This is an optimization exercise on Yosys and OpenROAD, whose aim is small area, not a production implementation.
Function was checked by simulation only, so behaviour that the tests miss may differ from the original.
No activity file was given, so power comes from the tool's default toggle rates.

--- config.mk ---
export PLATFORM = sky130hd
export DESIGN_NAME = ALU_sync
export DESIGN_NICKNAME = ALU_sync
export VERILOG_FILES = /design/flow/design.v
export SDC_FILE = /design/flow/constraint.sdc
export NUM_CORES = 4
export LEC_CHECK = 0
export ABC_AREA = 1
export CAP_MARGIN = 20
export CORE_MARGIN = 2
export CORE_UTILIZATION = 30
export SLEW_MARGIN = 20
--- design.v ---
module ALU_sync (
  input  wire        clk,
  input  wire [15:0] A, B,
  input  wire [3:0]  ALU_FUN,
  output reg  [15:0] ALU_OUT,
  output reg         Carry_flag,
  output reg         Arith_flag,
  output reg         Logic_flag,
  output reg         CMP_flag,
  output reg         Shift_flag
);
  wire op_add = (ALU_FUN == 4'b0000);
  wire op_sub = (ALU_FUN == 4'b0001);
  wire op_mul = (ALU_FUN == 4'b0010);
  wire op_div = (ALU_FUN == 4'b0011);
  wire op_eq  = (ALU_FUN == 4'b1010);
  wire op_gt  = (ALU_FUN == 4'b1011);
  wire op_lt  = (ALU_FUN == 4'b1100);
  wire op_shr = (ALU_FUN == 4'b1101);
  wire op_shl = (ALU_FUN == 4'b1110);
  wire op_cmp = op_eq | op_gt | op_lt;
  wire sub0 = op_sub | op_cmp | op_div;
  wire fresh_en = ~op_mul;
  wire [15:0] bz;
  assign bz[0] = 1'b1;
  assign bz[1] = ~|B[15:15];
  assign bz[2] = ~|B[15:14];
  assign bz[3] = ~|B[15:13];
  assign bz[4] = ~|B[15:12];
  assign bz[5] = ~|B[15:11];
  assign bz[6] = ~|B[15:10];
  assign bz[7] = ~|B[15:9];
  assign bz[8] = ~|B[15:8];
  assign bz[9] = ~|B[15:7];
  assign bz[10] = ~|B[15:6];
  assign bz[11] = ~|B[15:5];
  assign bz[12] = ~|B[15:4];
  assign bz[13] = ~|B[15:3];
  assign bz[14] = ~|B[15:2];
  assign bz[15] = ~|B[15:1];
  wire bnz = |B;
  wire [0:0] x15, y15, s15;
  wire c15, q15;
  assign x15 = A[15] & fresh_en;
  assign y15 = op_mul ? (A[0:0] & {1{B[15]}}) : ~B[0:0];
  wire [1:0] k15;
  assign k15[0] = ~op_mul;
  assign s15[0] = x15[0] ^ y15[0] ^ k15[0];
  assign k15[1] = (x15[0] & y15[0]) | (k15[0] & (x15[0] ^ y15[0]));
  assign c15 = k15[1];
  assign q15 = c15 & bz[15];
  wire sel15 = op_mul | (op_div & q15);
  wire [0:0] o15 = sel15 ? s15 : x15;
  wire [1:0] x14, y14, s14;
  wire c14, q14;
  assign x14 = {o15, A[14] & fresh_en};
  assign y14 = op_mul ? (A[1:0] & {2{B[14]}}) : ~B[1:0];
  wire [2:0] k14;
  assign k14[0] = ~op_mul;
  assign s14[0] = x14[0] ^ y14[0] ^ k14[0];
  assign k14[1] = (x14[0] & y14[0]) | (k14[0] & (x14[0] ^ y14[0]));
  assign s14[1] = x14[1] ^ y14[1] ^ k14[1];
  assign k14[2] = (x14[1] & y14[1]) | (k14[1] & (x14[1] ^ y14[1]));
  assign c14 = k14[2];
  assign q14 = c14 & bz[14];
  wire sel14 = op_mul | (op_div & q14);
  wire [1:0] o14 = sel14 ? s14 : x14;
  wire [2:0] x13, y13, s13;
  wire c13, q13;
  assign x13 = {o14, A[13] & fresh_en};
  assign y13 = op_mul ? (A[2:0] & {3{B[13]}}) : ~B[2:0];
  wire [2:0] p13 = x13 ^ y13;
  wire [2:0] g13;
  assign g13[0] = (x13[0] & y13[0]) | (~op_mul & p13[0]);
  assign g13[2:1] = x13[2:1] & y13[2:1];
  wire G13_0 = g13[1] | (p13[1] & g13[0]);
  wire G13_1 = g13[2] | (p13[2] & G13_0);
  assign s13[0] = p13[0] ^ ~op_mul;
  assign s13[1] = p13[1] ^ g13[0];
  assign s13[2] = p13[2] ^ G13_0;
  assign c13 = G13_1;
  assign q13 = c13 & bz[13];
  wire sel13 = op_mul | (op_div & q13);
  wire [2:0] o13 = sel13 ? s13 : x13;
  wire [3:0] x12, y12, s12;
  wire c12, q12;
  assign x12 = {o13, A[12] & fresh_en};
  assign y12 = op_mul ? (A[3:0] & {4{B[12]}}) : ~B[3:0];
  wire [3:0] p12 = x12 ^ y12;
  wire [3:0] g12;
  assign g12[0] = (x12[0] & y12[0]) | (~op_mul & p12[0]);
  assign g12[3:1] = x12[3:1] & y12[3:1];
  wire G12_0 = g12[1] | (p12[1] & g12[0]);
  wire G12_1 = g12[3] | (p12[3] & g12[2]);
  wire P12_1 = p12[3] & p12[2];
  wire G12_2 = g12[2] | (p12[2] & G12_0);
  wire G12_3 = G12_1 | (P12_1 & G12_0);
  assign s12[0] = p12[0] ^ ~op_mul;
  assign s12[1] = p12[1] ^ g12[0];
  assign s12[2] = p12[2] ^ G12_0;
  assign s12[3] = p12[3] ^ G12_2;
  assign c12 = G12_3;
  assign q12 = c12 & bz[12];
  wire sel12 = op_mul | (op_div & q12);
  wire [3:0] o12 = sel12 ? s12 : x12;
  wire [4:0] x11, y11, s11;
  wire c11, q11;
  assign x11 = {o12, A[11] & fresh_en};
  assign y11 = op_mul ? (A[4:0] & {5{B[11]}}) : ~B[4:0];
  wire [4:0] p11 = x11 ^ y11;
  wire [4:0] g11;
  assign g11[0] = (x11[0] & y11[0]) | (~op_mul & p11[0]);
  assign g11[4:1] = x11[4:1] & y11[4:1];
  wire G11_0 = g11[1] | (p11[1] & g11[0]);
  wire G11_1 = g11[3] | (p11[3] & g11[2]);
  wire P11_1 = p11[3] & p11[2];
  wire G11_2 = g11[2] | (p11[2] & G11_0);
  wire G11_3 = G11_1 | (P11_1 & G11_0);
  wire G11_4 = g11[4] | (p11[4] & G11_3);
  assign s11[0] = p11[0] ^ ~op_mul;
  assign s11[1] = p11[1] ^ g11[0];
  assign s11[2] = p11[2] ^ G11_0;
  assign s11[3] = p11[3] ^ G11_2;
  assign s11[4] = p11[4] ^ G11_3;
  assign c11 = G11_4;
  assign q11 = c11 & bz[11];
  wire sel11 = op_mul | (op_div & q11);
  wire [4:0] o11 = sel11 ? s11 : x11;
  wire [5:0] x10, y10, s10;
  wire c10, q10;
  assign x10 = {o11, A[10] & fresh_en};
  assign y10 = op_mul ? (A[5:0] & {6{B[10]}}) : ~B[5:0];
  wire [5:0] p10 = x10 ^ y10;
  wire [5:0] g10;
  assign g10[0] = (x10[0] & y10[0]) | (~op_mul & p10[0]);
  assign g10[5:1] = x10[5:1] & y10[5:1];
  wire G10_0 = g10[1] | (p10[1] & g10[0]);
  wire G10_1 = g10[3] | (p10[3] & g10[2]);
  wire P10_1 = p10[3] & p10[2];
  wire G10_2 = g10[5] | (p10[5] & g10[4]);
  wire P10_2 = p10[5] & p10[4];
  wire G10_3 = g10[2] | (p10[2] & G10_0);
  wire G10_4 = G10_1 | (P10_1 & G10_0);
  wire G10_5 = g10[4] | (p10[4] & G10_4);
  wire G10_6 = G10_2 | (P10_2 & G10_4);
  assign s10[0] = p10[0] ^ ~op_mul;
  assign s10[1] = p10[1] ^ g10[0];
  assign s10[2] = p10[2] ^ G10_0;
  assign s10[3] = p10[3] ^ G10_3;
  assign s10[4] = p10[4] ^ G10_4;
  assign s10[5] = p10[5] ^ G10_5;
  assign c10 = G10_6;
  assign q10 = c10 & bz[10];
  wire sel10 = op_mul | (op_div & q10);
  wire [5:0] o10 = sel10 ? s10 : x10;
  wire [6:0] x9, y9, s9;
  wire c9, q9;
  assign x9 = {o10, A[9] & fresh_en};
  assign y9 = op_mul ? (A[6:0] & {7{B[9]}}) : ~B[6:0];
  wire [6:0] p9 = x9 ^ y9;
  wire [6:0] g9;
  assign g9[0] = (x9[0] & y9[0]) | (~op_mul & p9[0]);
  assign g9[6:1] = x9[6:1] & y9[6:1];
  wire G9_0 = g9[1] | (p9[1] & g9[0]);
  wire G9_1 = g9[3] | (p9[3] & g9[2]);
  wire P9_1 = p9[3] & p9[2];
  wire G9_2 = g9[5] | (p9[5] & g9[4]);
  wire P9_2 = p9[5] & p9[4];
  wire G9_3 = g9[2] | (p9[2] & G9_0);
  wire G9_4 = G9_1 | (P9_1 & G9_0);
  wire G9_5 = g9[6] | (p9[6] & G9_2);
  wire P9_5 = p9[6] & P9_2;
  wire G9_6 = g9[4] | (p9[4] & G9_4);
  wire G9_7 = G9_2 | (P9_2 & G9_4);
  wire G9_8 = G9_5 | (P9_5 & G9_4);
  assign s9[0] = p9[0] ^ ~op_mul;
  assign s9[1] = p9[1] ^ g9[0];
  assign s9[2] = p9[2] ^ G9_0;
  assign s9[3] = p9[3] ^ G9_3;
  assign s9[4] = p9[4] ^ G9_4;
  assign s9[5] = p9[5] ^ G9_6;
  assign s9[6] = p9[6] ^ G9_7;
  assign c9 = G9_8;
  assign q9 = c9 & bz[9];
  wire sel9 = op_mul | (op_div & q9);
  wire [6:0] o9 = sel9 ? s9 : x9;
  wire [7:0] x8, y8, s8;
  wire c8, q8;
  assign x8 = {o9, A[8] & fresh_en};
  assign y8 = op_mul ? (A[7:0] & {8{B[8]}}) : ~B[7:0];
  wire [7:0] p8 = x8 ^ y8;
  wire [7:0] g8;
  assign g8[0] = (x8[0] & y8[0]) | (~op_mul & p8[0]);
  assign g8[7:1] = x8[7:1] & y8[7:1];
  wire G8_0 = g8[1] | (p8[1] & g8[0]);
  wire G8_1 = g8[3] | (p8[3] & g8[2]);
  wire P8_1 = p8[3] & p8[2];
  wire G8_2 = g8[5] | (p8[5] & g8[4]);
  wire P8_2 = p8[5] & p8[4];
  wire G8_3 = g8[7] | (p8[7] & g8[6]);
  wire P8_3 = p8[7] & p8[6];
  wire G8_4 = g8[2] | (p8[2] & G8_0);
  wire G8_5 = G8_1 | (P8_1 & G8_0);
  wire G8_6 = g8[6] | (p8[6] & G8_2);
  wire P8_6 = p8[6] & P8_2;
  wire G8_7 = G8_3 | (P8_3 & G8_2);
  wire P8_7 = P8_3 & P8_2;
  wire G8_8 = g8[4] | (p8[4] & G8_5);
  wire G8_9 = G8_2 | (P8_2 & G8_5);
  wire G8_10 = G8_6 | (P8_6 & G8_5);
  wire G8_11 = G8_7 | (P8_7 & G8_5);
  assign s8[0] = p8[0] ^ ~op_mul;
  assign s8[1] = p8[1] ^ g8[0];
  assign s8[2] = p8[2] ^ G8_0;
  assign s8[3] = p8[3] ^ G8_4;
  assign s8[4] = p8[4] ^ G8_5;
  assign s8[5] = p8[5] ^ G8_8;
  assign s8[6] = p8[6] ^ G8_9;
  assign s8[7] = p8[7] ^ G8_10;
  assign c8 = G8_11;
  assign q8 = c8 & bz[8];
  wire sel8 = op_mul | (op_div & q8);
  wire [7:0] o8 = sel8 ? s8 : x8;
  wire [8:0] x7, y7, s7;
  wire c7, q7;
  assign x7 = {o8, A[7] & fresh_en};
  assign y7 = op_mul ? (A[8:0] & {9{B[7]}}) : ~B[8:0];
  wire [8:0] p7 = x7 ^ y7;
  wire [8:0] g7;
  assign g7[0] = (x7[0] & y7[0]) | (~op_mul & p7[0]);
  assign g7[8:1] = x7[8:1] & y7[8:1];
  wire G7_0 = g7[1] | (p7[1] & g7[0]);
  wire G7_1 = g7[3] | (p7[3] & g7[2]);
  wire P7_1 = p7[3] & p7[2];
  wire G7_2 = g7[5] | (p7[5] & g7[4]);
  wire P7_2 = p7[5] & p7[4];
  wire G7_3 = g7[7] | (p7[7] & g7[6]);
  wire P7_3 = p7[7] & p7[6];
  wire G7_4 = g7[2] | (p7[2] & G7_0);
  wire G7_5 = G7_1 | (P7_1 & G7_0);
  wire G7_6 = g7[6] | (p7[6] & G7_2);
  wire P7_6 = p7[6] & P7_2;
  wire G7_7 = G7_3 | (P7_3 & G7_2);
  wire P7_7 = P7_3 & P7_2;
  wire G7_8 = g7[4] | (p7[4] & G7_5);
  wire G7_9 = G7_2 | (P7_2 & G7_5);
  wire G7_10 = G7_6 | (P7_6 & G7_5);
  wire G7_11 = G7_7 | (P7_7 & G7_5);
  wire G7_12 = g7[8] | (p7[8] & G7_11);
  assign s7[0] = p7[0] ^ ~op_mul;
  assign s7[1] = p7[1] ^ g7[0];
  assign s7[2] = p7[2] ^ G7_0;
  assign s7[3] = p7[3] ^ G7_4;
  assign s7[4] = p7[4] ^ G7_5;
  assign s7[5] = p7[5] ^ G7_8;
  assign s7[6] = p7[6] ^ G7_9;
  assign s7[7] = p7[7] ^ G7_10;
  assign s7[8] = p7[8] ^ G7_11;
  assign c7 = G7_12;
  assign q7 = c7 & bz[7];
  wire sel7 = op_mul | (op_div & q7);
  wire [8:0] o7 = sel7 ? s7 : x7;
  wire [9:0] x6, y6, s6;
  wire c6, q6;
  assign x6 = {o7, A[6] & fresh_en};
  assign y6 = op_mul ? (A[9:0] & {10{B[6]}}) : ~B[9:0];
  wire [9:0] p6 = x6 ^ y6;
  wire [9:0] g6;
  assign g6[0] = (x6[0] & y6[0]) | (~op_mul & p6[0]);
  assign g6[9:1] = x6[9:1] & y6[9:1];
  wire G6_0 = g6[1] | (p6[1] & g6[0]);
  wire G6_1 = g6[3] | (p6[3] & g6[2]);
  wire P6_1 = p6[3] & p6[2];
  wire G6_2 = g6[5] | (p6[5] & g6[4]);
  wire P6_2 = p6[5] & p6[4];
  wire G6_3 = g6[7] | (p6[7] & g6[6]);
  wire P6_3 = p6[7] & p6[6];
  wire G6_4 = g6[9] | (p6[9] & g6[8]);
  wire P6_4 = p6[9] & p6[8];
  wire G6_5 = g6[2] | (p6[2] & G6_0);
  wire G6_6 = G6_1 | (P6_1 & G6_0);
  wire G6_7 = g6[6] | (p6[6] & G6_2);
  wire P6_7 = p6[6] & P6_2;
  wire G6_8 = G6_3 | (P6_3 & G6_2);
  wire P6_8 = P6_3 & P6_2;
  wire G6_9 = g6[4] | (p6[4] & G6_6);
  wire G6_10 = G6_2 | (P6_2 & G6_6);
  wire G6_11 = G6_7 | (P6_7 & G6_6);
  wire G6_12 = G6_8 | (P6_8 & G6_6);
  wire G6_13 = g6[8] | (p6[8] & G6_12);
  wire G6_14 = G6_4 | (P6_4 & G6_12);
  assign s6[0] = p6[0] ^ ~op_mul;
  assign s6[1] = p6[1] ^ g6[0];
  assign s6[2] = p6[2] ^ G6_0;
  assign s6[3] = p6[3] ^ G6_5;
  assign s6[4] = p6[4] ^ G6_6;
  assign s6[5] = p6[5] ^ G6_9;
  assign s6[6] = p6[6] ^ G6_10;
  assign s6[7] = p6[7] ^ G6_11;
  assign s6[8] = p6[8] ^ G6_12;
  assign s6[9] = p6[9] ^ G6_13;
  assign c6 = G6_14;
  assign q6 = c6 & bz[6];
  wire sel6 = op_mul | (op_div & q6);
  wire [9:0] o6 = sel6 ? s6 : x6;
  wire [10:0] x5, y5, s5;
  wire c5, q5;
  assign x5 = {o6, A[5] & fresh_en};
  assign y5 = op_mul ? (A[10:0] & {11{B[5]}}) : ~B[10:0];
  wire [10:0] p5 = x5 ^ y5;
  wire [10:0] g5;
  assign g5[0] = (x5[0] & y5[0]) | (~op_mul & p5[0]);
  assign g5[10:1] = x5[10:1] & y5[10:1];
  wire G5_0 = g5[1] | (p5[1] & g5[0]);
  wire G5_1 = g5[3] | (p5[3] & g5[2]);
  wire P5_1 = p5[3] & p5[2];
  wire G5_2 = g5[5] | (p5[5] & g5[4]);
  wire P5_2 = p5[5] & p5[4];
  wire G5_3 = g5[7] | (p5[7] & g5[6]);
  wire P5_3 = p5[7] & p5[6];
  wire G5_4 = g5[9] | (p5[9] & g5[8]);
  wire P5_4 = p5[9] & p5[8];
  wire G5_5 = g5[2] | (p5[2] & G5_0);
  wire G5_6 = G5_1 | (P5_1 & G5_0);
  wire G5_7 = g5[6] | (p5[6] & G5_2);
  wire P5_7 = p5[6] & P5_2;
  wire G5_8 = G5_3 | (P5_3 & G5_2);
  wire P5_8 = P5_3 & P5_2;
  wire G5_9 = g5[10] | (p5[10] & G5_4);
  wire P5_9 = p5[10] & P5_4;
  wire G5_10 = g5[4] | (p5[4] & G5_6);
  wire G5_11 = G5_2 | (P5_2 & G5_6);
  wire G5_12 = G5_7 | (P5_7 & G5_6);
  wire G5_13 = G5_8 | (P5_8 & G5_6);
  wire G5_14 = g5[8] | (p5[8] & G5_13);
  wire G5_15 = G5_4 | (P5_4 & G5_13);
  wire G5_16 = G5_9 | (P5_9 & G5_13);
  assign s5[0] = p5[0] ^ ~op_mul;
  assign s5[1] = p5[1] ^ g5[0];
  assign s5[2] = p5[2] ^ G5_0;
  assign s5[3] = p5[3] ^ G5_5;
  assign s5[4] = p5[4] ^ G5_6;
  assign s5[5] = p5[5] ^ G5_10;
  assign s5[6] = p5[6] ^ G5_11;
  assign s5[7] = p5[7] ^ G5_12;
  assign s5[8] = p5[8] ^ G5_13;
  assign s5[9] = p5[9] ^ G5_14;
  assign s5[10] = p5[10] ^ G5_15;
  assign c5 = G5_16;
  assign q5 = c5 & bz[5];
  wire sel5 = op_mul | (op_div & q5);
  wire [10:0] o5 = sel5 ? s5 : x5;
  wire [11:0] x4, y4, s4;
  wire c4, q4;
  assign x4 = {o5, A[4] & fresh_en};
  assign y4 = op_mul ? (A[11:0] & {12{B[4]}}) : ~B[11:0];
  wire [11:0] p4 = x4 ^ y4;
  wire [11:0] g4;
  assign g4[0] = (x4[0] & y4[0]) | (~op_mul & p4[0]);
  assign g4[11:1] = x4[11:1] & y4[11:1];
  wire G4_0 = g4[1] | (p4[1] & g4[0]);
  wire G4_1 = g4[3] | (p4[3] & g4[2]);
  wire P4_1 = p4[3] & p4[2];
  wire G4_2 = g4[5] | (p4[5] & g4[4]);
  wire P4_2 = p4[5] & p4[4];
  wire G4_3 = g4[7] | (p4[7] & g4[6]);
  wire P4_3 = p4[7] & p4[6];
  wire G4_4 = g4[9] | (p4[9] & g4[8]);
  wire P4_4 = p4[9] & p4[8];
  wire G4_5 = g4[11] | (p4[11] & g4[10]);
  wire P4_5 = p4[11] & p4[10];
  wire G4_6 = g4[2] | (p4[2] & G4_0);
  wire G4_7 = G4_1 | (P4_1 & G4_0);
  wire G4_8 = g4[6] | (p4[6] & G4_2);
  wire P4_8 = p4[6] & P4_2;
  wire G4_9 = G4_3 | (P4_3 & G4_2);
  wire P4_9 = P4_3 & P4_2;
  wire G4_10 = g4[10] | (p4[10] & G4_4);
  wire P4_10 = p4[10] & P4_4;
  wire G4_11 = G4_5 | (P4_5 & G4_4);
  wire P4_11 = P4_5 & P4_4;
  wire G4_12 = g4[4] | (p4[4] & G4_7);
  wire G4_13 = G4_2 | (P4_2 & G4_7);
  wire G4_14 = G4_8 | (P4_8 & G4_7);
  wire G4_15 = G4_9 | (P4_9 & G4_7);
  wire G4_16 = g4[8] | (p4[8] & G4_15);
  wire G4_17 = G4_4 | (P4_4 & G4_15);
  wire G4_18 = G4_10 | (P4_10 & G4_15);
  wire G4_19 = G4_11 | (P4_11 & G4_15);
  assign s4[0] = p4[0] ^ ~op_mul;
  assign s4[1] = p4[1] ^ g4[0];
  assign s4[2] = p4[2] ^ G4_0;
  assign s4[3] = p4[3] ^ G4_6;
  assign s4[4] = p4[4] ^ G4_7;
  assign s4[5] = p4[5] ^ G4_12;
  assign s4[6] = p4[6] ^ G4_13;
  assign s4[7] = p4[7] ^ G4_14;
  assign s4[8] = p4[8] ^ G4_15;
  assign s4[9] = p4[9] ^ G4_16;
  assign s4[10] = p4[10] ^ G4_17;
  assign s4[11] = p4[11] ^ G4_18;
  assign c4 = G4_19;
  assign q4 = c4 & bz[4];
  wire sel4 = op_mul | (op_div & q4);
  wire [11:0] o4 = sel4 ? s4 : x4;
  wire [12:0] x3, y3, s3;
  wire c3, q3;
  assign x3 = {o4, A[3] & fresh_en};
  assign y3 = op_mul ? (A[12:0] & {13{B[3]}}) : ~B[12:0];
  wire [12:0] p3 = x3 ^ y3;
  wire [12:0] g3;
  assign g3[0] = (x3[0] & y3[0]) | (~op_mul & p3[0]);
  assign g3[12:1] = x3[12:1] & y3[12:1];
  wire G3_0 = g3[1] | (p3[1] & g3[0]);
  wire G3_1 = g3[3] | (p3[3] & g3[2]);
  wire P3_1 = p3[3] & p3[2];
  wire G3_2 = g3[5] | (p3[5] & g3[4]);
  wire P3_2 = p3[5] & p3[4];
  wire G3_3 = g3[7] | (p3[7] & g3[6]);
  wire P3_3 = p3[7] & p3[6];
  wire G3_4 = g3[9] | (p3[9] & g3[8]);
  wire P3_4 = p3[9] & p3[8];
  wire G3_5 = g3[11] | (p3[11] & g3[10]);
  wire P3_5 = p3[11] & p3[10];
  wire G3_6 = g3[2] | (p3[2] & G3_0);
  wire G3_7 = G3_1 | (P3_1 & G3_0);
  wire G3_8 = g3[6] | (p3[6] & G3_2);
  wire P3_8 = p3[6] & P3_2;
  wire G3_9 = G3_3 | (P3_3 & G3_2);
  wire P3_9 = P3_3 & P3_2;
  wire G3_10 = g3[10] | (p3[10] & G3_4);
  wire P3_10 = p3[10] & P3_4;
  wire G3_11 = G3_5 | (P3_5 & G3_4);
  wire P3_11 = P3_5 & P3_4;
  wire G3_12 = g3[4] | (p3[4] & G3_7);
  wire G3_13 = G3_2 | (P3_2 & G3_7);
  wire G3_14 = G3_8 | (P3_8 & G3_7);
  wire G3_15 = G3_9 | (P3_9 & G3_7);
  wire G3_16 = g3[12] | (p3[12] & G3_11);
  wire P3_16 = p3[12] & P3_11;
  wire G3_17 = g3[8] | (p3[8] & G3_15);
  wire G3_18 = G3_4 | (P3_4 & G3_15);
  wire G3_19 = G3_10 | (P3_10 & G3_15);
  wire G3_20 = G3_11 | (P3_11 & G3_15);
  wire G3_21 = G3_16 | (P3_16 & G3_15);
  assign s3[0] = p3[0] ^ ~op_mul;
  assign s3[1] = p3[1] ^ g3[0];
  assign s3[2] = p3[2] ^ G3_0;
  assign s3[3] = p3[3] ^ G3_6;
  assign s3[4] = p3[4] ^ G3_7;
  assign s3[5] = p3[5] ^ G3_12;
  assign s3[6] = p3[6] ^ G3_13;
  assign s3[7] = p3[7] ^ G3_14;
  assign s3[8] = p3[8] ^ G3_15;
  assign s3[9] = p3[9] ^ G3_17;
  assign s3[10] = p3[10] ^ G3_18;
  assign s3[11] = p3[11] ^ G3_19;
  assign s3[12] = p3[12] ^ G3_20;
  assign c3 = G3_21;
  assign q3 = c3 & bz[3];
  wire sel3 = op_mul | (op_div & q3);
  wire [12:0] o3 = sel3 ? s3 : x3;
  wire [13:0] x2, y2, s2;
  wire c2, q2;
  assign x2 = {o3, A[2] & fresh_en};
  assign y2 = op_mul ? (A[13:0] & {14{B[2]}}) : ~B[13:0];
  wire [13:0] p2 = x2 ^ y2;
  wire [13:0] g2;
  assign g2[0] = (x2[0] & y2[0]) | (~op_mul & p2[0]);
  assign g2[13:1] = x2[13:1] & y2[13:1];
  wire G2_0 = g2[1] | (p2[1] & g2[0]);
  wire G2_1 = g2[3] | (p2[3] & g2[2]);
  wire P2_1 = p2[3] & p2[2];
  wire G2_2 = g2[5] | (p2[5] & g2[4]);
  wire P2_2 = p2[5] & p2[4];
  wire G2_3 = g2[7] | (p2[7] & g2[6]);
  wire P2_3 = p2[7] & p2[6];
  wire G2_4 = g2[9] | (p2[9] & g2[8]);
  wire P2_4 = p2[9] & p2[8];
  wire G2_5 = g2[11] | (p2[11] & g2[10]);
  wire P2_5 = p2[11] & p2[10];
  wire G2_6 = g2[13] | (p2[13] & g2[12]);
  wire P2_6 = p2[13] & p2[12];
  wire G2_7 = g2[2] | (p2[2] & G2_0);
  wire G2_8 = G2_1 | (P2_1 & G2_0);
  wire G2_9 = g2[6] | (p2[6] & G2_2);
  wire P2_9 = p2[6] & P2_2;
  wire G2_10 = G2_3 | (P2_3 & G2_2);
  wire P2_10 = P2_3 & P2_2;
  wire G2_11 = g2[10] | (p2[10] & G2_4);
  wire P2_11 = p2[10] & P2_4;
  wire G2_12 = G2_5 | (P2_5 & G2_4);
  wire P2_12 = P2_5 & P2_4;
  wire G2_13 = g2[4] | (p2[4] & G2_8);
  wire G2_14 = G2_2 | (P2_2 & G2_8);
  wire G2_15 = G2_9 | (P2_9 & G2_8);
  wire G2_16 = G2_10 | (P2_10 & G2_8);
  wire G2_17 = g2[12] | (p2[12] & G2_12);
  wire P2_17 = p2[12] & P2_12;
  wire G2_18 = G2_6 | (P2_6 & G2_12);
  wire P2_18 = P2_6 & P2_12;
  wire G2_19 = g2[8] | (p2[8] & G2_16);
  wire G2_20 = G2_4 | (P2_4 & G2_16);
  wire G2_21 = G2_11 | (P2_11 & G2_16);
  wire G2_22 = G2_12 | (P2_12 & G2_16);
  wire G2_23 = G2_17 | (P2_17 & G2_16);
  wire G2_24 = G2_18 | (P2_18 & G2_16);
  assign s2[0] = p2[0] ^ ~op_mul;
  assign s2[1] = p2[1] ^ g2[0];
  assign s2[2] = p2[2] ^ G2_0;
  assign s2[3] = p2[3] ^ G2_7;
  assign s2[4] = p2[4] ^ G2_8;
  assign s2[5] = p2[5] ^ G2_13;
  assign s2[6] = p2[6] ^ G2_14;
  assign s2[7] = p2[7] ^ G2_15;
  assign s2[8] = p2[8] ^ G2_16;
  assign s2[9] = p2[9] ^ G2_19;
  assign s2[10] = p2[10] ^ G2_20;
  assign s2[11] = p2[11] ^ G2_21;
  assign s2[12] = p2[12] ^ G2_22;
  assign s2[13] = p2[13] ^ G2_23;
  assign c2 = G2_24;
  assign q2 = c2 & bz[2];
  wire sel2 = op_mul | (op_div & q2);
  wire [13:0] o2 = sel2 ? s2 : x2;
  wire [14:0] x1, y1, s1;
  wire c1, q1;
  assign x1 = {o2, A[1] & fresh_en};
  assign y1 = op_mul ? (A[14:0] & {15{B[1]}}) : ~B[14:0];
  wire [14:0] p1 = x1 ^ y1;
  wire [14:0] g1;
  assign g1[0] = (x1[0] & y1[0]) | (~op_mul & p1[0]);
  assign g1[14:1] = x1[14:1] & y1[14:1];
  wire G1_0 = g1[1] | (p1[1] & g1[0]);
  wire G1_1 = g1[3] | (p1[3] & g1[2]);
  wire P1_1 = p1[3] & p1[2];
  wire G1_2 = g1[5] | (p1[5] & g1[4]);
  wire P1_2 = p1[5] & p1[4];
  wire G1_3 = g1[7] | (p1[7] & g1[6]);
  wire P1_3 = p1[7] & p1[6];
  wire G1_4 = g1[9] | (p1[9] & g1[8]);
  wire P1_4 = p1[9] & p1[8];
  wire G1_5 = g1[11] | (p1[11] & g1[10]);
  wire P1_5 = p1[11] & p1[10];
  wire G1_6 = g1[13] | (p1[13] & g1[12]);
  wire P1_6 = p1[13] & p1[12];
  wire G1_7 = g1[2] | (p1[2] & G1_0);
  wire G1_8 = G1_1 | (P1_1 & G1_0);
  wire G1_9 = g1[6] | (p1[6] & G1_2);
  wire P1_9 = p1[6] & P1_2;
  wire G1_10 = G1_3 | (P1_3 & G1_2);
  wire P1_10 = P1_3 & P1_2;
  wire G1_11 = g1[10] | (p1[10] & G1_4);
  wire P1_11 = p1[10] & P1_4;
  wire G1_12 = G1_5 | (P1_5 & G1_4);
  wire P1_12 = P1_5 & P1_4;
  wire G1_13 = g1[14] | (p1[14] & G1_6);
  wire P1_13 = p1[14] & P1_6;
  wire G1_14 = g1[4] | (p1[4] & G1_8);
  wire G1_15 = G1_2 | (P1_2 & G1_8);
  wire G1_16 = G1_9 | (P1_9 & G1_8);
  wire G1_17 = G1_10 | (P1_10 & G1_8);
  wire G1_18 = g1[12] | (p1[12] & G1_12);
  wire P1_18 = p1[12] & P1_12;
  wire G1_19 = G1_6 | (P1_6 & G1_12);
  wire P1_19 = P1_6 & P1_12;
  wire G1_20 = G1_13 | (P1_13 & G1_12);
  wire P1_20 = P1_13 & P1_12;
  wire G1_21 = g1[8] | (p1[8] & G1_17);
  wire G1_22 = G1_4 | (P1_4 & G1_17);
  wire G1_23 = G1_11 | (P1_11 & G1_17);
  wire G1_24 = G1_12 | (P1_12 & G1_17);
  wire G1_25 = G1_18 | (P1_18 & G1_17);
  wire G1_26 = G1_19 | (P1_19 & G1_17);
  wire G1_27 = G1_20 | (P1_20 & G1_17);
  assign s1[0] = p1[0] ^ ~op_mul;
  assign s1[1] = p1[1] ^ g1[0];
  assign s1[2] = p1[2] ^ G1_0;
  assign s1[3] = p1[3] ^ G1_7;
  assign s1[4] = p1[4] ^ G1_8;
  assign s1[5] = p1[5] ^ G1_14;
  assign s1[6] = p1[6] ^ G1_15;
  assign s1[7] = p1[7] ^ G1_16;
  assign s1[8] = p1[8] ^ G1_17;
  assign s1[9] = p1[9] ^ G1_21;
  assign s1[10] = p1[10] ^ G1_22;
  assign s1[11] = p1[11] ^ G1_23;
  assign s1[12] = p1[12] ^ G1_24;
  assign s1[13] = p1[13] ^ G1_25;
  assign s1[14] = p1[14] ^ G1_26;
  assign c1 = G1_27;
  assign q1 = c1 & bz[1];
  wire sel1 = op_mul | (op_div & q1);
  wire [14:0] o1 = sel1 ? s1 : x1;
  wire [15:0] x0, y0, s0;
  wire c0, q0;
  assign x0 = {o1, A[0] & fresh_en};
  assign y0 = op_mul ? (A & {16{B[0]}}) : (B ^ {16{sub0}});
  wire [15:0] p0 = x0 ^ y0;
  wire [15:0] g0;
  assign g0[0] = (x0[0] & y0[0]) | (sub0 & p0[0]);
  assign g0[15:1] = x0[15:1] & y0[15:1];
  wire G0_0 = g0[1] | (p0[1] & g0[0]);
  wire G0_1 = g0[3] | (p0[3] & g0[2]);
  wire P0_1 = p0[3] & p0[2];
  wire G0_2 = g0[5] | (p0[5] & g0[4]);
  wire P0_2 = p0[5] & p0[4];
  wire G0_3 = g0[7] | (p0[7] & g0[6]);
  wire P0_3 = p0[7] & p0[6];
  wire G0_4 = g0[9] | (p0[9] & g0[8]);
  wire P0_4 = p0[9] & p0[8];
  wire G0_5 = g0[11] | (p0[11] & g0[10]);
  wire P0_5 = p0[11] & p0[10];
  wire G0_6 = g0[13] | (p0[13] & g0[12]);
  wire P0_6 = p0[13] & p0[12];
  wire G0_7 = g0[15] | (p0[15] & g0[14]);
  wire P0_7 = p0[15] & p0[14];
  wire G0_8 = g0[2] | (p0[2] & G0_0);
  wire G0_9 = G0_1 | (P0_1 & G0_0);
  wire G0_10 = g0[6] | (p0[6] & G0_2);
  wire P0_10 = p0[6] & P0_2;
  wire G0_11 = G0_3 | (P0_3 & G0_2);
  wire P0_11 = P0_3 & P0_2;
  wire G0_12 = g0[10] | (p0[10] & G0_4);
  wire P0_12 = p0[10] & P0_4;
  wire G0_13 = G0_5 | (P0_5 & G0_4);
  wire P0_13 = P0_5 & P0_4;
  wire G0_14 = g0[14] | (p0[14] & G0_6);
  wire P0_14 = p0[14] & P0_6;
  wire G0_15 = G0_7 | (P0_7 & G0_6);
  wire P0_15 = P0_7 & P0_6;
  wire G0_16 = g0[4] | (p0[4] & G0_9);
  wire G0_17 = G0_2 | (P0_2 & G0_9);
  wire G0_18 = G0_10 | (P0_10 & G0_9);
  wire G0_19 = G0_11 | (P0_11 & G0_9);
  wire G0_20 = g0[12] | (p0[12] & G0_13);
  wire P0_20 = p0[12] & P0_13;
  wire G0_21 = G0_6 | (P0_6 & G0_13);
  wire P0_21 = P0_6 & P0_13;
  wire G0_22 = G0_14 | (P0_14 & G0_13);
  wire P0_22 = P0_14 & P0_13;
  wire G0_23 = G0_15 | (P0_15 & G0_13);
  wire P0_23 = P0_15 & P0_13;
  wire G0_24 = g0[8] | (p0[8] & G0_19);
  wire G0_25 = G0_4 | (P0_4 & G0_19);
  wire G0_26 = G0_12 | (P0_12 & G0_19);
  wire G0_27 = G0_13 | (P0_13 & G0_19);
  wire G0_28 = G0_20 | (P0_20 & G0_19);
  wire G0_29 = G0_21 | (P0_21 & G0_19);
  wire G0_30 = G0_22 | (P0_22 & G0_19);
  wire G0_31 = G0_23 | (P0_23 & G0_19);
  assign s0[0] = p0[0] ^ sub0;
  assign s0[1] = p0[1] ^ g0[0];
  assign s0[2] = p0[2] ^ G0_0;
  assign s0[3] = p0[3] ^ G0_8;
  assign s0[4] = p0[4] ^ G0_9;
  assign s0[5] = p0[5] ^ G0_16;
  assign s0[6] = p0[6] ^ G0_17;
  assign s0[7] = p0[7] ^ G0_18;
  assign s0[8] = p0[8] ^ G0_19;
  assign s0[9] = p0[9] ^ G0_24;
  assign s0[10] = p0[10] ^ G0_25;
  assign s0[11] = p0[11] ^ G0_26;
  assign s0[12] = p0[12] ^ G0_27;
  assign s0[13] = p0[13] ^ G0_28;
  assign s0[14] = p0[14] ^ G0_29;
  assign s0[15] = p0[15] ^ G0_30;
  assign c0 = G0_31;
  assign q0 = c0 & bz[0];
  wire [15:0] quo = {q15, q14, q13, q12, q11, q10, q9, q8, q7, q6, q5, q4, q3, q2, q1, q0};
  wire c0_out = c0;
  wire eq = ~|s0;
  wire lt = ~c0;
  wire gt = c0 & ~eq;
  reg [15:0] logic_out;
  always @(*) begin
    case (ALU_FUN)
      4'b0100: logic_out = A & B;
      4'b0101: logic_out = A | B;
      4'b0110: logic_out = ~(A & B);
      4'b0111: logic_out = ~(A | B);
      4'b1000: logic_out = A ^ B;
      4'b1001: logic_out = ~(A ^ B);
      default: logic_out = 16'b0;
    endcase
  end
  wire arith0 = op_add | op_sub | op_mul;
  wire [15:0] res = ({16{arith0}} & s0)
                  | ({16{op_div & bnz}} & quo)
                  | logic_out
                  | {14'b0, (op_gt & gt) | (op_lt & lt), (op_eq & eq) | (op_lt & lt)}
                  | ({16{op_shr}} & {1'b0, A[15:1]})
                  | ({16{op_shl}} & {A[14:0], 1'b0});
  always @(posedge clk) begin
    ALU_OUT    <= res;
    Carry_flag <= (op_add & c0) | (op_sub & ~c0);
    Arith_flag <= (ALU_FUN[3:2] == 2'b00);
    Logic_flag <= (ALU_FUN >= 4'b0100) & (ALU_FUN <= 4'b1001);
    CMP_flag   <= op_cmp;
    Shift_flag <= op_shr | op_shl;
  end
endmodule
--- flow/run.sh ---
#!/bin/bash
# The standard layout, with the input and output port buffers made from
# the platform's smallest plain buffer instead of the resizer's default pick.
set -euo pipefail
export BUFFER_PORTS_ARGS="-buffer_cell sky130_fd_sc_hd__buf_1"
bash standard.sh "BUFFER_PORTS_ARGS=-buffer_cell sky130_fd_sc_hd__buf_1" finish > standard.log 2>&1
--- constraint.sdc ---
create_clock -name core_clock -period 35.0 [get_ports {clk}]
set_input_delay 7.0000 -clock core_clock [delete_from_list [all_inputs] [get_ports {clk}]]
set_output_delay 7.0000 -clock core_clock [all_outputs]
set_load 0.01 [all_outputs]
--- standard.sh ---
#!/bin/bash
# synth_recipe.tcl (not shown) runs the flow's synth.tcl, then flattens the netlist and writes it again
# the make line also repeats each setting of config.mk as NAME=value (left out here)
make -C /OpenROAD-flow-scripts/flow DESIGN_CONFIG=/design/flow/config.mk WORK_HOME=/design/flow/orfs CLKGATE_MAP_FILE= SYNTH_SCRIPT=/design/flow/synth_recipe.tcl "${@:-finish}"
==> reports/qor.tcl, run 1 <==
set qor(netlist_instances) 1576
set qor(top_fanout_value_on_the_critical_path) 16
set qor(syn2layout_area_growth_pct) 12.4
set qor(ioPinCount) 58
set qor(htreeDepth) 1
set qor(layout-drive-gt1-share_pct) 13.7
set qor(antenna_found_initial) 1
set qor(dpl_cell_area_mm2) 0.0110
set qor(setup_ws_ns) 2.12
set qor(area_fraction_in_compound_gates_after_synthesis_pct) 23.0
set qor(routed_wl_um) 41000
set qor(wl_per_cell_um) 19.5
set qor(worstSetupStartpointType) {input port}
set qor(numClockSinks) 21
set qor(post-route-util_pct) 34.4
set qor(holdCritPathClass) {in2reg}
set qor(postSynthAreaPerCell_um2) 6.54
set qor(vdd.ir_drop.worst_mv) 0.0163
set qor(post-route-period-util_pct) 93.9
set qor(fin_area_mm2) 0.0116
set qor(ctsLongestPathBuffers) 2
set qor(min_period_ns) 32.88
set qor(yosys-mux-area-fraction_pct) 0.498
set qor(power.density_mw_per_mm2) 30.6
set qor(ys_ff_latch) 21
set qor(fp.dieArea_mm2) 0.0359
set qor(largest_net_degree_at_the_start_of_global_routing) 54
set qor(cts_root_buf) {clkbuf_16}
set qor(core-area_mm2) 0.0337
set qor(yosys.cell_types.count) 60
set qor(die_h_um) 189
set qor(min_to) {CMP_flag}
set qor(max_freq_mhz) 30.4
set qor(number_of_endpoints_failing_setup_at_the_final_stage) 0
set qor(initial_utilization_pct) 30.6
set qor(mappedNetlistNets) 1801
set qor(timing.max_slew.rel_slack_pct) 32.4
set qor(cpMaxStageDelayCell) {fa_1}
set qor(status) {no timing/DRC/antenna violations}
set qor(synthAdderAreaFrac_pct) 26.7
set qor(cts_tree) {done}
set qor(synth_simple_gate_area_share_pct) 29.3
set qor(finalNetCount) 1878
set qor(layout.cells.most_common) {nand2_1}
set qor(synthesis.area_mm2) 0.0103
set qor(cts.reportedPaths.clkPinSlew_ns) 0.08
set qor(critPathBufInv) 18
set qor(maxCapViolCount) 0
set qor(crit_type) {in2reg}
set qor(io_buffers) 57
set qor(detailroute.via_count) 11800
set qor(cp_common_cell) {nand2_1}
set qor(holdCritStartpoint) {ALU_FUN[1]}
set qor(synthXorXnorAreaFrac_pct) 5.27
set qor(synth_edf_count) 0
set qor(holdBufCountCts) 0
set qor(worst_ep_arrival_time_ns) 33.02
set qor(dr.pass1.iters) 6
set qor(share_of_flip_flops_with_an_asynchronous_set_or_reset_pct) 0
set qor(dominant_combinational_cell_family_by_area_after_synthesis) {simple AND/OR/NAND/NOR gates}
set qor(worst_path_dominant_cell_family) {simple AND/OR/NAND/NOR gates}
set qor(hold_path_depth) 3
set qor(final_hold_viol_count) 0
set qor(endpoint_required_time_on_the_critical_path_ns) 35.14
set qor(power_mw) 0.355
set qor(cp-end-kind) {flop}
set qor(power_leakage_nw) 5.56
set qor(cts-buffers-inserted) 3
set qor(die_width_um) 189
set qor(globalRouteTotalUtil_pct) 21.9
set qor(ys.warnings.count) 1
set qor(placement_rows) 67
set qor(layout_common_cells) {nand2_1, inv_1, ha_1, nor2_1, o21ai_0}
set qor(antenna_violating_nets_left) 0
set qor(most_used_dff_post_synth) {dfxtp_1}
set qor(initialDrtViolationCount) 1396
set qor(first_pass_grt_wire_length_um) 62200
set qor(globalRouteOverflowTotal) 0
set qor(seq_area_frac_synth_pct) 4.08
set qor(hpwl_um) 31000
set qor(vias_per_cell) 5.61
set qor(tightestPinTransition_ns) 1.01
set qor(post-route-drc-count) 0
set qor(place_ws_ns) 0.240
set qor(finalWeightedCongestion) 0.985
set qor(cp_peak_stage_delay_ns) 0.52
set qor(timing_max_transition_violations_final) 0
set qor(number_of_global_route_vias_before_repair) 11200
[cells by family (layout without fill, tap and decap cells)]
kind of cell | count (synthesis) | after routing
AOI/OAI and AO/OA | 379 | 379
xor gates and xnor gates | 62 | 62
adders and majority gates | 188 | 188
buffers and inverters | 274 | 349
DFF | 21 | 21
muxes | 5 | 5
other | 0 | 1
and+or+nand+nor | 647 | 648
[area by class of cell]
| cell class | count | area (um^2) |
|---|---|---|
| Timing Repair Buffer | 129 | 756 |
| Antenna cell | 1 | 2.50 |
| Timing Repair inverter | 7 | 50.0 |
| Fill cell | 3647 | 22100 |
| Clock buffer | 4 | 78.8 |
| Multi-Input combinational cell | 1282 | 8910 |
| Inverter | 209 | 810 |
| Sequential cell | 21 | 420 |
| Tap cell | 448 | 561 |
[registers in the layout, indices dropped and copies added, names as in the netlist]
signal      flops
Arith_flag      1
Logic_flag      1
Carry_flag      1
ALU_OUT        16
Shift_flag      1
CMP_flag        1
[Yosys cell counts, types with 41 or more instances]
library cell	number	area, um^2
o21ai_0	105	526
nand3_1	72	360
ha_1	135	1690
inv_1	192	721
o31ai_1	65	488
fa_1	53	1060
clkbuf_1	41	154
nand2_2	52	325
nand2_1	349	1310
a31oi_1	53	332
a21oi_1	73	365
nor2_1	94	353
[power breakdown]
part | internal (mW) | switching, mW | total (mW)
combinational | 0.110 | 0.187 | 0.297
clock | 0.0157 | 0.0120 | 0.0277
sequential | 0.0286 | 0.00211 | 0.0307
[how the worst max path moves through the flow]
stage / endpoint / depth (start not counted) / slack [ns] / start
6_report: ALU_OUT[1] / 175 / 2.12 / ALU_FUN[2]
5_1_grt: ALU_OUT[1] / 187 / -0.09 / ALU_FUN[2]
4_1_cts: ALU_OUT[1] / 177 / 0.37 / ALU_FUN[3]
3_5_place_dp: ALU_OUT[1] / 176 / 0.24 / ALU_FUN[3]
3_3_place_gp: ALU_OUT[1] / 172 / 0.72 / ALU_FUN[3]
2_1_floorplan: ALU_OUT[1] / 181 / 2.57 / ALU_FUN[3]
[repair_timing]
| action | 4_1_cts | 5_1_grt |
|---|---|---|
| endpoints found under the setup margin | 0 | 17 |
| gates resized for setup | 0 | 79 |
| buffers inserted | 0 | 32 |
[metrics by stage]
stage	std cells	setup TNS (ns)	hold WS (ns)
after global routing	2100	-0.154	7.07
after CTS	2060	0	7.06
after floorplan	1576	0	7.10
final	2101	0	7.06
after detailed placement	2056	0	7.34
after global placement	2056	0	7.34
[per-layer routing]
| metal | up-vias | share of wire (%) | track usage [%] | wire [um] |
|---|---|---|---|---|
| met5 | - | 0 | 0 | 0 |
| met4 | 0 | 5.0 | 10.1 | 2050 |
| met3 | 136 | 8.8 | 2.09 | 3620 |
| met2 | 617 | 44 | 34.9 | 17800 |
| met1 | 5485 | 43 | 29.9 | 17500 |
| li1 | 5545 | - | - | - |
==> run 2: changes to the inputs <==
--- a/config.mk
+++ b/config.mk
@@ -10,3 +10,4 @@
 export CORE_MARGIN = 2
-export CORE_UTILIZATION = 30
+export CORE_UTILIZATION = 40
+export CTS_BUF_LIST = sky130_fd_sc_hd__clkbuf_4 sky130_fd_sc_hd__clkbuf_8
 export SLEW_MARGIN = 20
==> run 2 against run 1 <==
Critical endpoint unchanged. Hold slack worse by 0.014 ns. Worst setup slack got worse by 0.085 ns. Non-clock buffer count is 12 lower. First-iteration DRC count shrank 24%. Core utilization rose by 10 points. Sequential power down 1%. Largest power group unchanged. Global-route usage is 6.6 points higher. Final cell count fell by 6.2%. Clock power shrank about 30%. Synthesized cell count did not move.
==> reports/qor.tcl, run 2 <==
set qor(status) {no timing/DRC/antenna violations}
set qor(synth_top_cells_by_count) {nand2_1, inv_1, ha_1, o21ai_0, nor2_1}
set qor(registers.top_by_ff_count) {ALU_OUT}
set qor(seqCellArea_um2) 420 ;# unchanged
set qor(die_width_um) 165 ;# -13%
set qor(finalWeightedCongestion) 1.01 ;# +2.8%
set qor(cts_tree) {done}
set qor(initialDrtViolationCount) 1055 ;# -24%
set qor(final_hold_viol_count) 0 ;# unchanged
set qor(cts_root_buf) {clkbuf_8}
set qor(number_of_endpoints_failing_setup_at_the_final_stage) 0 ;# unchanged
set qor(holdCritPathClass) {in2reg}
set qor(first_pass_grt_wire_length_um) 59700 ;# -4.1%
set qor(antenna_violating_nets_left) 0 ;# unchanged
set qor(min_period_ns) 32.96 ;# +0.0846 ns
set qor(seq_area_frac_synth_pct) 4.08 ;# unchanged
set qor(power.density_mw_per_mm2) 30.2 ;# -1.6%
set qor(htreeDepth) 1 ;# unchanged
set qor(ys.warnings.count) 1 ;# unchanged
set qor(synth.largest_area_cell) {ha_1}
set qor(layout-drive-gt1-share_pct) 12.6 ;# -1.1 points
set qor(max_freq_mhz) 30.3 ;# -0.26%
set qor(hpwl_um) 30200 ;# -2.4%
set qor(post-route-period-util_pct) 94.2 ;# +0.24 points
set qor(layout_common_cells) {nand2_1, inv_1, ha_1, nor2_1, o21ai_0}
set qor(vias_per_cell) 5.87 ;# +4.6%
set qor(initial_utilization_pct) 40.8 ;# +10 points
set qor(cts.reportedPaths.clkPinSlew_ns) 0.09 ;# about the same
set qor(routed_wl_um) 39900 ;# -2.5%
set qor(power_leakage_nw) 5.51 ;# -1.1%
set qor(finalNetCount) 1867 ;# -0.59%
set qor(layout.cells.most_common) {nand2_1}
set qor(tightestPinTransition_ns) 0.938 ;# -0.0723 ns
set qor(fp.dieArea_mm2) 0.0271 ;# -25%
set qor(hold_path_depth) 2 ;# -1
set qor(post-route-drc-count) 0 ;# unchanged
set qor(synthesis.area_mm2) 0.0103 ;# unchanged
set qor(synth_largest_type_area_fraction_pct) 16.4 ;# unchanged
set qor(core-area_mm2) 0.0253 ;# -25%
set qor(most_used_dff_post_synth) {dfxtp_1}
set qor(ys_ff_latch) 21 ;# unchanged
set qor(globalRouteTotalUtil_pct) 28.5 ;# +6.6 points
set qor(synthTopCellsByArea) {ha_1, nand2_1, fa_1}
set qor(numClockSinks) 21 ;# unchanged
set qor(wl_per_cell_um) 20.3 ;# +3.9%
set qor(dr.pass1.iters) 6 ;# unchanged
set qor(timing.max_slew.rel_slack_pct) 37.4 ;# +5.0 points
set qor(syn2layout_area_growth_pct) 9.63
set qor(synth_edf_count) 0 ;# unchanged
set qor(share_of_flip_flops_with_an_asynchronous_set_or_reset_pct) 0 ;# unchanged
set qor(maxCapViolCount) 0 ;# unchanged
set qor(cp-end-kind) {flop}
set qor(synth_most_common_cell) {nand2_1}
set qor(crit_type) {in2reg}
set qor(cp_common_cell) {nand2_1}
set qor(postSynthAreaPerCell_um2) 6.54 ;# unchanged
set qor(number_of_global_route_vias_before_repair) 10600 ;# -5.1%
set qor(place_ws_ns) 0.323 ;# +0.0828 ns
set qor(multi_input_area_mm2) 0.00888 ;# -0.38%
set qor(worst_ep_arrival_time_ns) 33.12 ;# +0.10 ns
set qor(worstSetupStartpointType) {input port}
set qor(largest_net_degree_at_the_start_of_global_routing) 95 ;# +76%
set qor(ioPinCount) 58 ;# unchanged
set qor(mappedNetlistNets) 1801 ;# unchanged
set qor(largest_register_ff_count) 16 ;# unchanged
set qor(cpMaxStageDelayCell) {fa_1}
set qor(endpoint_required_time_on_the_critical_path_ns) 35.16 ;# +0.02 ns
set qor(tns_ns) 0 ;# unchanged
set qor(detailroute.via_count) 11600 ;# -1.9%
set qor(placement_rows) 58 ;# -13%
set qor(ctsLongestPathBuffers) 2 ;# unchanged
set qor(netlist_instances) 1576 ;# unchanged
set qor(cts-buffers-inserted) 3 ;# unchanged
set qor(yosys.cell_types.count) 60 ;# unchanged
set qor(cp_peak_stage_delay_ns) 0.54 ;# +0.02 ns
set qor(post-route-util_pct) 44.7 ;# +10 points
set qor(die_h_um) 165 ;# -13%
set qor(io_buffers) 57 ;# unchanged
set qor(top_fanout_value_on_the_critical_path) 16 ;# unchanged
set qor(diodes) 0 ;# -1
set qor(fillCellCount) 2694 ;# -26%
set qor(antenna_found_initial) 0 ;# -1
set qor(timing_max_transition_violations_final) 0 ;# unchanged
set qor(setup_ws_ns) 2.04 ;# -0.0846 ns
set qor(vdd.ir_drop.worst_mv) 0.0146 ;# -10%
set qor(globalRouteOverflowTotal) 0 ;# unchanged
run 2: cell counts after synthesis:
No cell type changed its count.
run 2: timing repair:
action | 4_1_cts | 5_1_grt
setup endpoints to repair | 0 | 17
buffers inserted | 0 | 12
endpoints found under the hold margin | 0 | 0
hold buffers | 0 | 0
gates resized for setup | 0 | 61
run 2: area by class of cell:
| cell class | instances | area share [%] |
|---|---|---|
| Multi-Input combinational cell | 1282 | 78.6 |
| Sequential cell | 21 | 3.72 |
| Timing Repair Buffer | 117 | 6.00 |
| Clock inverter | 1 | 0.0443 |
| Clock buffer | 3 | 0.365 |
| Inverter | 209 | 7.16 |
| Timing Repair inverter | 8 | 0.487 |
| Tap cell | 330 | 3.65 |
run 2: logic make-up after synthesis:
| kind of cell | share of synthesized area (%) |
|---|---|
| buffers and inverters | 11.2 |
| AOI/OAI and AO/OA | 23.0 |
| DFF | 4.08 |
| adders and majority gates | 26.7 |
| xor gates and xnor gates | 5.27 |
| and+or+nand+nor | 29.3 |
| muxes | 0.498 |
run 2: through the flow:
| step | power (mW) | std cells | cell area, um^2 | hold WS (ns) |
|---|---|---|---|---|
| final | 0.341 | 1971 | 11300 | 7.04 |
| after global routing | 0.375 | 1971 | 11300 | 7.04 |
| after CTS | 0.329 | 1950 | 11000 | 7.06 |
| after detailed placement | 0.309 | 1946 | 11000 | 7.36 |
| after global placement | 0.310 | 1946 | 11000 | 7.35 |
| after floorplan | 0.237 | 1576 | 10300 | 7.10 |
run 2: power breakdown:
part	internal (mW)	switching (mW)	leakage, nW	total [mW]
combinational	0.108	0.183	5.30	0.291
clock	0.00804	0.0115	0.0255	0.0195
sequential	0.0286	0.00171	0.176	0.0303
run 2: critical path: cells and delay by family:
family | cells | cell delay [ns]
compound gates | 31 | 5.14
xor+xnor | 1 | 0.14
fa+ha+maj | 21 | 8.10
buf+inv | 16 | 2.06
mux | 1 | 0.27
simple gates | 101 | 10.39
run 2: final timing paths:
kind | end | startpoint
worst max-delay path | ALU_OUT[1] | ALU_FUN[2]
worst min-delay path | Carry_flag | ALU_FUN[3]
run 2: routing by layer:
layer | vias to the layer above | share of wire [%] | global-route usage [%] | routed length [um]
li1 | 5514 | - | - | -
met1 | 5398 | 43 | 38.3 | 17000
met2 | 540 | 45 | 46.4 | 17900
met3 | 111 | 8.5 | 4.29 | 3390
met4 | 0 | 4.0 | 9.96 | 1600
met5 | - | 0 | 0 | 0
==> run 3: changes to the inputs <==
--- a/config.mk
+++ b/config.mk
@@ -11,3 +11,4 @@
 export CORE_UTILIZATION = 40
-export CTS_BUF_LIST = sky130_fd_sc_hd__clkbuf_4 sky130_fd_sc_hd__clkbuf_8
+export CTS_BUF_LIST = sky130_fd_sc_hd__clkbuf_8
+export PLACE_DENSITY = 0.45
 export SLEW_MARGIN = 20
==> run 3 against run 2 <==
Hold slack got worse by 0.0046 ns. Sequential share of layout area down 0.083 points. Core utilization is 1.0 points higher. Count of clock-buffer cells in the layout unchanged. Highest routed layer unchanged. Still clean on timing, DRC and antenna. Worst setup slack better by 0.20 ns. Combinational power grew 4%. Largest power group unchanged.
==> reports/qor.tcl, run 3 <==
set qor(status) {no timing/DRC/antenna violations}
set qor(diodes) 0 ;# unchanged
set qor(route.top_layer_used) {met4}
set qor(critPathBufInv) 21 ;# +5
set qor(number_of_global_route_vias_before_repair) 10900 ;# +3.0%
set qor(antenna_found_initial) 0 ;# unchanged
set qor(io_buffers) 57 ;# unchanged
set qor(cp_peak_stage_delay_ns) 0.50 ;# -0.04 ns
set qor(cp_common_cell) {nand2_1}
set qor(cts_root_buf) {clkbuf_8}
set qor(post-route-drc-count) 0 ;# unchanged
set qor(timing.max_slew.rel_slack_pct) 34.8 ;# -2.6 points
set qor(ctsLongestPathBuffers) 2 ;# unchanged
set qor(registers.top_by_ff_count) {ALU_OUT}
set qor(ioPinCount) 58 ;# unchanged
set qor(share_of_flip_flops_with_an_asynchronous_set_or_reset_pct) 0 ;# unchanged
set qor(hpwl_um) 33400 ;# +10%
set qor(top_fanout_value_on_the_critical_path) 11 ;# -5
set qor(maxCapViolCount) 0 ;# unchanged
set qor(layout.cells.most_common) {nand2_1}
set qor(synth_largest_type_area_fraction_pct) 16.4 ;# unchanged
set qor(initialDrtViolationCount) 1135 ;# +7.6%
set qor(ys.warnings.count) 1 ;# unchanged
set qor(hold_slack_ns) 7.04 ;# -0.00458 ns
set qor(cts.reportedPaths.clkPinSlew_ns) 0.09 ;# about the same
set qor(endpoint_required_time_on_the_critical_path_ns) 35.17 ;# about the same
set qor(first_pass_grt_wire_length_um) 65000 ;# +8.9%
set qor(cp-end-kind) {flop}
set qor(min_period_ns) 32.76 ;# -0.200 ns
set qor(routed_wl_um) 43700 ;# +9.5%
set qor(antenna_violating_nets_left) 0 ;# unchanged
set qor(layout-drive-gt1-share_pct) 15.0 ;# +2.4 points
set qor(finalNetCount) 1894 ;# +1.4%
set qor(worst_path_dominant_cell_family) {simple AND/OR/NAND/NOR gates}
set qor(largest_net_degree_at_the_start_of_global_routing) 101 ;# +6.3%
set qor(worst_ep_arrival_time_ns) 32.93 ;# -0.19 ns
set qor(htreeDepth) 1 ;# unchanged
set qor(synth_top_cells_by_count) {nand2_1, inv_1, ha_1, o21ai_0, nor2_1}
set qor(vdd.ir_drop.worst_mv) 0.0171 ;# +17%
set qor(wl_per_cell_um) 21.9 ;# +8.0%
set qor(power.density_mw_per_mm2) 30.6 ;# +1.6%
set qor(synth_edf_count) 0 ;# unchanged
set qor(die_h_um) 165 ;# unchanged
set qor(placement_rows) 58 ;# unchanged
set qor(synth_most_common_cell) {nand2_1}
set qor(netlist_instances) 1576 ;# unchanged
set qor(synthTopCellsByArea) {ha_1, nand2_1, fa_1}
set qor(syn2layout_area_growth_pct) 12.1
set qor(synth.largest_area_cell) {ha_1}
set qor(core-area_mm2) 0.0253 ;# unchanged
set qor(yosys.cell_types.count) 60 ;# unchanged
set qor(most_used_dff_post_synth) {dfxtp_1}
set qor(layout_common_cells) {nand2_1, inv_1, ha_1, nor2_1, buf_4}
set qor(timing_max_transition_violations_final) 0 ;# unchanged
set qor(place_inst) 1956 ;# +0.51%
set qor(finalWeightedCongestion) 0.940 ;# -7.2%
set qor(cts-buffers-inserted) 3 ;# unchanged
set qor(vias_per_cell) 5.82 ;# -0.74%
set qor(final_hold_viol_count) 0 ;# unchanged
set qor(final_cell_count_no_fill) 1998 ;# +1.4%
set qor(fillCellCount) 2746 ;# +1.9%
set qor(met2RoutedLength_um) 19300 ;# +7.6%
set qor(crit_type) {in2reg}
set qor(holdCritPathClass) {in2reg}
set qor(detailroute.via_count) 11600 ;# +0.62%
set qor(synthesis.area_mm2) 0.0103 ;# unchanged
set qor(power_leakage_nw) 5.66 ;# +2.7%
set qor(ys_ff_latch) 21 ;# unchanged
set qor(initial_utilization_pct) 40.8 ;# unchanged
set qor(numClockSinks) 21 ;# unchanged
set qor(mappedNetlistNets) 1801 ;# unchanged
set qor(postSynthAreaPerCell_um2) 6.54 ;# unchanged
set qor(dr.pass1.iters) 8 ;# +2
set qor(wl_met1_um) 19200 ;# +13%
set qor(cts_tree) {done}
set qor(die_width_um) 165 ;# unchanged
set qor(post-route-period-util_pct) 93.6 ;# -0.57 points
set qor(detailroute.wirelength.met3_um) 3460 ;# +2.1%
set qor(max_freq_mhz) 30.5 ;# +0.61%
set qor(globalRouteTotalUtil_pct) 31.9 ;# +3.4 points
set qor(worstSetupStartpointType) {input port}
set qor(seq_area_frac_synth_pct) 4.08 ;# unchanged
set qor(fp.dieArea_mm2) 0.0271 ;# unchanged
set qor(tightestPinTransition_ns) 0.974 ;# +0.0359 ns
set qor(cpMaxStageDelayCell) {fa_1}
set qor(number_of_endpoints_failing_setup_at_the_final_stage) 0 ;# unchanged
set qor(power_mw) 0.354 ;# +3.9%
set qor(globalRouteOverflowTotal) 0 ;# unchanged
set qor(largest_register_ff_count) 16 ;# unchanged
-- run 3: report_power, final --
group | total (mW) | leakage, nW | switching, mW | internal [mW]
Sequential | 0.0300 | 0.176 | 0.00143 | 0.0285
Clock | 0.0198 | 0.0255 | 0.0118 | 0.00805
Combinational | 0.304 | 5.46 | 0.191 | 0.113
-- run 3: repair_timing --
| item | CTS | global route |
|---|---|---|
| setup endpoints to repair | 0 | 17 |
| gates resized for setup | 0 | 85 |
| setup buffers | 0 | 29 |
| hold buffers | 0 | 0 |
-- run 3: cells by family (layout without fill, tap and decap cells) --
group | Yosys count | after routing | synth area share, %
and+or+nand+nor | 647 | 649 | 29.3
AOI/OAI and AO/OA | 379 | 379 | 23.0
buffers and inverters | 274 | 364 | 11.2
adders and majority gates | 188 | 188 | 26.7
xor gates and xnor gates | 62 | 62 | 5.27
DFF | 21 | 21 | 4.08
muxes | 5 | 5 | 0.498
-- run 3: per-layer routing --
layer / GRT usage [%] / vias to the layer above
li1: - / 5567
met1: 43.9 / 5454
met2: 50.7 / 506
met3: 4.65 / 108
met4: 11.6 / 0
met5: 0 / -
-- run 3: final timing paths --
kind | startpoint | end | cells past startpoint | slack, ns
min | ALU_FUN[2] | Carry_flag | 2 | 7.04
max | ALU_FUN[1] | ALU_OUT[1] | 178 | 2.24
-- run 3: final cells by class --
type | instances | area [um^2] | area share [%]
Clock inverter | 1 | 5.00 | 0.0433
Multi-Input combinational cell | 1283 | 8930 | 77.2
Clock buffer | 3 | 41.3 | 0.357
Sequential cell | 21 | 420 | 3.64
Timing Repair Buffer | 144 | 896 | 7.75
Tap cell | 330 | 413 | 3.57
Inverter | 209 | 808 | 6.99
Timing Repair inverter | 7 | 47.5 | 0.411
-- run 3: through the flow --
stage / util (%) / instance area, um^2 / TNS [ns] / worst slack [ns]
6_report: 45.8 / 11600 / 0 / 2.24
5_1_grt: 45.8 / 11600 / -0.173 / -0.0924
4_1_cts: 43.8 / 11100 / 0 / 0.825
3_5_place_dp: 43.7 / 11000 / 0 / 0.585
3_3_place_gp: 43.7 / 11000 / 0 / 0.965
2_1_floorplan: - / 10300 / 0 / 2.57
==> run 4: changes to the inputs <==
--- a/config.mk
+++ b/config.mk
@@ -12,3 +12,3 @@
 export CTS_BUF_LIST = sky130_fd_sc_hd__clkbuf_8
-export PLACE_DENSITY = 0.45
+export PLACE_DENSITY = 0.75
 export SLEW_MARGIN = 20
==> run 4 against run 3 <==
Die area did not move. Hold slack improved by 0.044 ns. Sequential power rose by 1%. Largest cell class unchanged.
==> reports/qor.tcl, run 4 <==
set qor(cpMaxStageDelayCell) {fa_1}
set qor(diodes) 0 ;# unchanged
set qor(yosys.cell_types.count) 60 ;# unchanged
set qor(power.density_mw_per_mm2) 30.4 ;# -0.84%
set qor(dr.pass1.iters) 6 ;# -2
set qor(status) {no timing/DRC/antenna violations}
set qor(syn2layout_area_growth_pct) 9.82
set qor(ys_ff_latch) 21 ;# unchanged
set qor(cp_peak_stage_delay_ns) 0.53 ;# +0.03 ns
set qor(cp-end-kind) {flop}
set qor(synthesis.area_mm2) 0.0103 ;# unchanged
set qor(worstSetupStartpointType) {input port}
set qor(place_inst) 1934 ;# -1.1%
set qor(synth_most_common_cell) {nand2_1}
set qor(numClockSinks) 21 ;# unchanged
set qor(timing.max_slew.rel_slack_pct) 31.8 ;# -3.0 points
set qor(hold_slack_ns) 7.08 ;# +0.0440 ns
set qor(layout_common_cells) {nand2_1, inv_1, ha_1, nor2_1, o21ai_0}
set qor(wl_per_cell_um) 19.2 ;# -12%
set qor(netlist_instances) 1576 ;# unchanged
set qor(initialDrtViolationCount) 1502 ;# +32%
set qor(seq_area_frac_synth_pct) 4.08 ;# unchanged
set qor(min_period_ns) 33.22 ;# +0.460 ns
set qor(cts_tree) {done}
set qor(postSynthAreaPerCell_um2) 6.54 ;# unchanged
set qor(min_to) {CMP_flag}
set qor(antenna_violating_nets_left) 0 ;# unchanged
set qor(max_freq_mhz) 30.1 ;# -1.4%
set qor(htreeDepth) 1 ;# unchanged
set qor(worst_path_dominant_cell_family) {simple AND/OR/NAND/NOR gates}
set qor(ys.warnings.count) 1 ;# unchanged
set qor(cp_common_cell) {nand2_1}
set qor(io_buffers) 57 ;# unchanged
set qor(hpwl_um) 28400 ;# -15%
set qor(seqCellArea_um2) 420 ;# unchanged
set qor(cts.reportedPaths.clkPinSlew_ns) 0.09 ;# about the same
set qor(worst_ep_arrival_time_ns) 33.37 ;# +0.44 ns
set qor(largest_register_ff_count) 16 ;# unchanged
set qor(critPathBufInv) 21 ;# unchanged
set qor(share_of_flip_flops_with_an_asynchronous_set_or_reset_pct) 0 ;# unchanged
set qor(registers.top_by_ff_count) {ALU_OUT}
set qor(synth.largest_area_cell) {ha_1}
set qor(fp.dieArea_mm2) 0.0271 ;# unchanged
set qor(vias_per_cell) 6.02 ;# +3.3%
set qor(initial_utilization_pct) 40.8 ;# unchanged
set qor(timing_max_transition_violations_final) 0 ;# unchanged
set qor(routed_wl_um) 37800 ;# -14%
set qor(multi_input_area_mm2) 0.00888 ;# -0.50%
set qor(maxCapViolCount) 0 ;# unchanged
set qor(final_hold_viol_count) 0 ;# unchanged
set qor(post-route-period-util_pct) 94.9 ;# +1.3 points
set qor(antenna_found_initial) 2 ;# +2
set qor(fillCellCount) 2573 ;# -6.3%
set qor(cts_root_buf) {clkbuf_8}
set qor(finalNetCount) 1868 ;# -1.4%
set qor(die_width_um) 165 ;# unchanged
set qor(number_of_global_route_vias_before_repair) 10700 ;# -1.6%
set qor(ctsLongestPathBuffers) 2 ;# unchanged
set qor(placement_rows) 58 ;# unchanged
set qor(number_of_endpoints_failing_setup_at_the_final_stage) 0 ;# unchanged
set qor(synth_largest_type_area_fraction_pct) 16.4 ;# unchanged
set qor(holdBufCountCts) 0 ;# unchanged
set qor(crit_type) {in2reg}
set qor(core-area_mm2) 0.0253 ;# unchanged
set qor(cts-buffers-inserted) 3 ;# unchanged
set qor(endpoint_required_time_on_the_critical_path_ns) 35.15 ;# -0.02 ns
set qor(synthTopCellsByArea) {ha_1, nand2_1, fa_1}
set qor(synth_edf_count) 0 ;# unchanged
set qor(power_leakage_nw) 5.53 ;# -2.3%
set qor(globalRouteTotalUtil_pct) 26.9 ;# -5.0 points
set qor(vdd.ir_drop.worst_mv) 0.0185 ;# +8.3%
## run 4: cell counts after synthesis
No cell type changed its count.
## run 4: per-layer routing
| metal | global-route usage (%) | share of wire [%] |
|---|---|---|
| met4 | 12.8 | 5.2 |
| met1 | 36.0 | 40 |
| met2 | 41.7 | 43 |
| met3 | 4.87 | 12 |
| met5 | 0 | 0.042 |
## run 4: worst max-delay path by stage
stage	startpoint	end	slack (ns)	depth (start not counted)
2_1_floorplan	ALU_FUN[3]	ALU_OUT[1]	2.57	181
5_1_grt	ALU_FUN[2]	ALU_OUT[1]	-0.24	188
3_5_place_dp	ALU_FUN[3]	ALU_OUT[1]	0.26	175
3_3_place_gp	ALU_FUN[1]	ALU_OUT[1]	1.07	175
6_report	ALU_FUN[2]	ALU_OUT[1]	1.78	177
4_1_cts	ALU_FUN[3]	ALU_OUT[1]	0.44	175
## run 4: per-stage QoR
step	area [um^2]	power (mW)	utilization [%]	setup WS, ns
2_1_floorplan	10300	0.237	-	2.57
3_3_place_gp	10800	0.304	42.9	1.07
3_5_place_dp	10800	0.306	42.9	0.263
4_1_cts	10900	0.326	43.1	0.437
5_1_grt	11300	0.376	44.8	-0.236
6_report	11300	0.344	44.8	1.78
## run 4: layout make-up
type / instances / area share, %
flip-flops and latches: 21 / 3.71
multi-input cells: 1281 / 78.5
clock buffers: 3 / 0.365
clock inverters: 1 / 0.0442
repair buffers: 124 / 6.44
repair inverters: 3 / 0.177
well taps: 330 / 3.65
inverters: 209 / 7.15
## run 4: timing repair
action | 4_1_cts | 5_1_grt
buffers inserted | 0 | 31
setup endpoints to repair | 0 | 17
resized for setup | 0 | 63
## run 4: where the power goes
part           internal [mW]  switching, mW  total, mW
clock                0.00803         0.0114     0.0194
sequential            0.0286        0.00185     0.0304
combinational          0.109          0.185      0.294
## run 4: cell families (layout without fill, tap and decap cells)
family	count (synthesis)	after routing	share of synthesized area, %
simple gates	647	647	29.3
mux	5	5	0.498
buf+inv	274	340	11.2
flops	21	21	4.08
compound gates	379	379	23.0
fa+ha+maj	188	188	26.7
xor+xnor	62	62	5.27

port drivers added, routing unchanged:
The flow's constraints put no driver on any port. The routed layouts listed below were extracted and timed again, unchanged, in two steps.
Step 1 sets driving cells, clkbuf_16 on the clock port and buf_2 on the other inputs (assumed; they add their load-dependent delay and slew).
Step 2, shift: input delay + t, output delay - t, t = (earliest + latest rising clock arrival at the registers) / 2. This alone moves slack from input paths to output paths.
Three values: ideal, step 1, step 2; two values: the first two.
run | shift t [ns] | setup slack, ns
run 1 | 0.307 | 2.122 / 2.144 / 1.837
run 2 | 0.321 | 2.038 / 2.044 / 1.723
run 3 | 0.327 | 2.238 / 2.248 / 1.921
run 4 | 0.316 | 1.778 / 1.787 / 1.471
After both steps every run listed still meets setup and hold.
